What follows belongs to an exercise in optimizing a design on an open flow for small area and a short achievable clock period; a production flow would make more cautious choices. The RTL was checked by simulation tests, not by an equivalence proof against the original design. No activity file was given, so power comes from the tool's default toggle rates.

==> 12-02: inputs <==
## guitar_hero
module guitar_hero(clk, rst, btnRst, sw, hsync, vsync, buzzer, r, g, b, o_segval, o_whichseg);
    input clk, rst, btnRst;
    input [4:0] sw;
    output hsync, vsync;
    output reg [2:0] r, g;
    output reg [1:0] b;
    output [3:0] o_whichseg;
    output [6:0] o_segval;
    output reg buzzer;
    function [9:0] inc10;    
        input [9:0] a;
        input c;
        integer i;
        reg k;
        begin
            k = c;
            for (i = 0; i < 10; i = i + 1) begin
                inc10[i] = a[i] ^ k;
                k = k & a[i];
            end
        end
    endfunction
    function le10;           
        input [9:0] a, b;
        integer i;
        reg k;
        begin
            k = 1'b1;
            for (i = 0; i < 10; i = i + 1)
                k = (~a[i] & b[i]) | ((~a[i] | b[i]) & k);
            le10 = k;
        end
    endfunction
    function [9:0] add10;    
  ...
Settings: LEC_CHECK=0, ABC_CLOCK_PERIOD_IN_PS=50000, CAP_MARGIN=20, CORE_MARGIN=2, CORE_UTILIZATION=40, CTS_BUF_LIST=sky130_fd_sc_hd__clkbuf_8 sky130_fd_sc_hd__clkbuf_16, CTS_CLUSTER_DIAMETER=80, CTS_CLUSTER_SIZE=30, SLEW_MARGIN=20; clock period 90.0 ns.
standard.sh (not shown) runs the stock make flow with config.mk's settings and CLKGATE_MAP_FILE= SYNTH_SCRIPT=/design/flow/synth_recipe.tcl, a recipe that flattens the netlist after the stock synthesis.
==> flow/flow/run.sh <==
#!/bin/bash
# Own layout flow: the standard ORFS flow, with three changes.
#  - Synthesis maps the logic with an area-oriented ABC script
#    (flow/abc_area.script) and without the full/half-adder extraction.
#    Registers are mapped before ABC runs, so they are the standard
#    synthesis's (same names, count and cells).
#  - The ports get buf_1 buffers instead of the flow's default choice.
#  - Timing repair aims at a setup slack of 60 ns: only the path from sw to
#    buzzer (input and output delays 18 ns each) is below that, so only its
#    cells are resized.
# Each tool's output goes to a log file of its own in this folder.
set -euo pipefail
HERE=$(pwd)
mkdir -p scripts_shadow
for f in "$FLOW_HOME"/scripts/*; do
    ln -sf "$f" scripts_shadow/
done
rm -f scripts_shadow/abc_speed.script
cp flow/abc_area.script scripts_shadow/abc_speed.script

bash standard.sh SCRIPTS_DIR="$HERE/scripts_shadow" ADDER_MAP_FILE= SETUP_SLACK_MARGIN=60 \
    BUFFER_PORTS_ARGS="-buffer_cell sky130_fd_sc_hd__buf_1" synth > synth.log 2>&1
bash standard.sh SCRIPTS_DIR="$HERE/scripts_shadow" ADDER_MAP_FILE= SETUP_SLACK_MARGIN=60 \
    BUFFER_PORTS_ARGS="-buffer_cell sky130_fd_sc_hd__buf_1" finish > layout.log 2>&1
==> flow/flow/abc_area.script <==
strash
dch -f
amap
strash
dch -f
amap
strash
dch -f
amap
topo
==> inputs of 01-08, as changes to 12-02 <==
Settings changed: CORE_UTILIZATION 40 to 60, CTS_BUF_LIST sky130_fd_sc_hd__clkbuf_8 sky130_fd_sc_hd__clkbuf_16 to sky130_fd_sc_hd__clkbuf_16.
==> notes.md <==
In 01-08 the non-clock buffer count is higher than in 12-02, by 1.
In 12-02 the setup slack is lower than in 01-08, by 0.036 ns.
Sequential power is about the same in 01-08 and 12-02.
Of 01-08 and 12-02, 01-08 has the higher sequential share of layout area (gap 0.70 points).

* * *

==> inputs of job 6786 <==
guitar_hero again, from the RTL that the note above started with.
==> flow/config.mk <==
export PLATFORM = sky130hd
export DESIGN_NAME = guitar_hero
export DESIGN_NICKNAME = guitar_hero
export VERILOG_FILES = /design/flow/design.v
export SDC_FILE = /design/flow/constraint.sdc
export NUM_CORES = 4
export LEC_CHECK = 0
export ABC_CLOCK_PERIOD_IN_PS = 50000
export CAP_MARGIN = 0
export CORE_MARGIN = 2
export CORE_UTILIZATION = 40
export CTS_BUF_LIST = sky130_fd_sc_hd__clkbuf_16
export CTS_CLUSTER_DIAMETER = 80
export CTS_CLUSTER_SIZE = 30
export SLEW_MARGIN = 0
==> flow/constraint.sdc <==
create_clock -name core_clock -period 90.0 [get_ports {clk}]
set_input_delay 18.0000 -clock core_clock [delete_from_list [all_inputs] [get_ports {clk}]]
set_output_delay 18.0000 -clock core_clock [all_outputs]
set_load 0.01 [all_outputs]
Scripts as last shown in full above: flow/flow/run.sh, flow/flow/abc_area.script
==> inputs of job 7897, as changes to job 6786 <==
==> flow/flow/run.sh (replaced) <==
#!/bin/bash
# Own layout flow: the standard ORFS flow, with these changes.
#  - Synthesis maps the logic with an area-oriented ABC script
#    (flow/abc_area.script) and without the full/half-adder extraction.
#    Registers are mapped before ABC runs, so they are the standard
#    synthesis's (same names, count and cells).
#  - The ports get buf_1 buffers instead of the flow's default choice.
#  - Clock tree synthesis uses no dummy loads (CTS_ARGS repeats the
#    flow's own arguments from config.mk's CTS settings otherwise).
#  - Timing repair aims at a setup slack of 60 ns: only the path from sw to
#    buzzer (input and output delays 18 ns each) is below that, so only its
#    cells are resized.
# Each tool's output goes to a log file of its own in this folder.
set -euo pipefail
HERE=$(pwd)
CTS="-sink_clustering_enable -repair_clock_nets -sink_clustering_size 30 -sink_clustering_max_diameter 80"
CTS="$CTS -buf_list sky130_fd_sc_hd__clkbuf_16 -dont_use_dummy_load"
mkdir -p scripts_shadow
for f in "$FLOW_HOME"/scripts/*; do
    ln -sf "$f" scripts_shadow/
done
rm -f scripts_shadow/abc_speed.script
cp flow/abc_area.script scripts_shadow/abc_speed.script

bash standard.sh SCRIPTS_DIR="$HERE/scripts_shadow" ADDER_MAP_FILE= SETUP_SLACK_MARGIN=60 CTS_ARGS="$CTS" \
    BUFFER_PORTS_ARGS="-buffer_cell sky130_fd_sc_hd__buf_1" synth > synth.log 2>&1
bash standard.sh SCRIPTS_DIR="$HERE/scripts_shadow" ADDER_MAP_FILE= SETUP_SLACK_MARGIN=60 CTS_ARGS="$CTS" \
    BUFFER_PORTS_ARGS="-buffer_cell sky130_fd_sc_hd__buf_1" finish > layout.log 2>&1
--- a/flow/config.mk
+++ b/flow/config.mk
@@ -6,10 +6,11 @@
 export NUM_CORES = 4
 export LEC_CHECK = 0
 export ABC_CLOCK_PERIOD_IN_PS = 50000
-export CAP_MARGIN = 0
+export CAP_MARGIN = 20
 export CORE_MARGIN = 2
-export CORE_UTILIZATION = 40
+export CORE_UTILIZATION = 60
 export CTS_BUF_LIST = sky130_fd_sc_hd__clkbuf_16
 export CTS_CLUSTER_DIAMETER = 80
 export CTS_CLUSTER_SIZE = 30
-export SLEW_MARGIN = 0
+export GPL_TIMING_DRIVEN = 0
+export SLEW_MARGIN = 20
==> qor summary <==
| metric | job 7897 | job 6786 |
|---|---|---|
| Final-layout non-clock buffer area share | 1.382% | 1.666% |
| Arrival time worst endpoint | 19,020 ps | 18,990 ps |
| CTS resizes | 5 | 9 |
| Sum of buffers and inverters on the critical path | 3 | 2 |
| Row cnt | 50 | 61 |
| Post-layout nets | 1,441 | 1,448 |
| Max Fclk | 27.01 MHz | 27.04 MHz |
| Final standard cell count with taps included and fillers excluded | 1,665 | 1,822 |
| Psw | 0.06611 mW | 0.07243 mW |
| Worst hold path endpoint | lanes.w9[0] | lanes.w7[2] |
| Placed wire-length estimate | 17,400 um | 18,380 um |
| Die W | 141.3 um | 172.2 um |
| Total number of tap cells | 234 | 378 |
| Core Footprint | 18,580 um^2 | 27,780 um^2 |
| Area of placed instances | 11,750 um^2 | 11,960 um^2 |
| Sequential cell fraction of total power | 61.9% | 59.4% |
| Setup clock skew after layout | 40.28 ps | 35.90 ps |
| Clock Latency Late Sink | 490 ps | 520 ps |
| Post-layout minimum cycle time | 37,020 ps | 36,990 ps |
| Total length of routed wires | 23,820 um | 24,970 um |
| Wire length on met2 | 10,350 um | 10,140 um |
| Result of the run | timing/DRC/antenna clean | timing/DRC/antenna clean |
| Number of buffers other than clock buffers in the final layout | 33 | 39 |
| Area occupied by multi-input gates | 4791 um^2 | 4781 um^2 |

==> re-timing with driven ports <==
No port has a modelled driver above. Below, the same layouts with a new extraction and two added sets of constraints. Step 1 (the two cells are an assumption about what drives the block):
set clk [get_ports {clk}]
set_driving_cell -lib_cell sky130_fd_sc_hd__clkbuf_16 $clk
set_driving_cell -lib_cell sky130_fd_sc_hd__buf_2 [delete_from_list [all_inputs] $clk]
Step 2 also shifts input and output timing later by t, the mid clock arrival at the registers, as if the neighbouring blocks saw the same clock. Three values: ideal, step 1, step 2; two values: the first two.
run | shift t [ns] | setup slack, ns | worst setup path at the end | worst register clock-pin slew, ns
12-02 | 0.548 | 53.013 / 52.896 / 52.896 | input to output | 0.11 / 0.11
01-08 | 0.530 | 53.048 / 52.967 / 52.967 | input to output | 0.11 / 0.11
job 6786 | 0.549 | 53.013 / 52.892 / 52.892 | input to output | 0.12 / 0.12
job 7897 | 0.518 | 52.981 / 52.919 / 52.919 | input to output | 0.11 / 0.11
After both steps every run listed still meets setup and hold. The setup slack of job 6786, which loses most, moves by -0.121 ns with the drivers and by -0.121 ns with both steps.
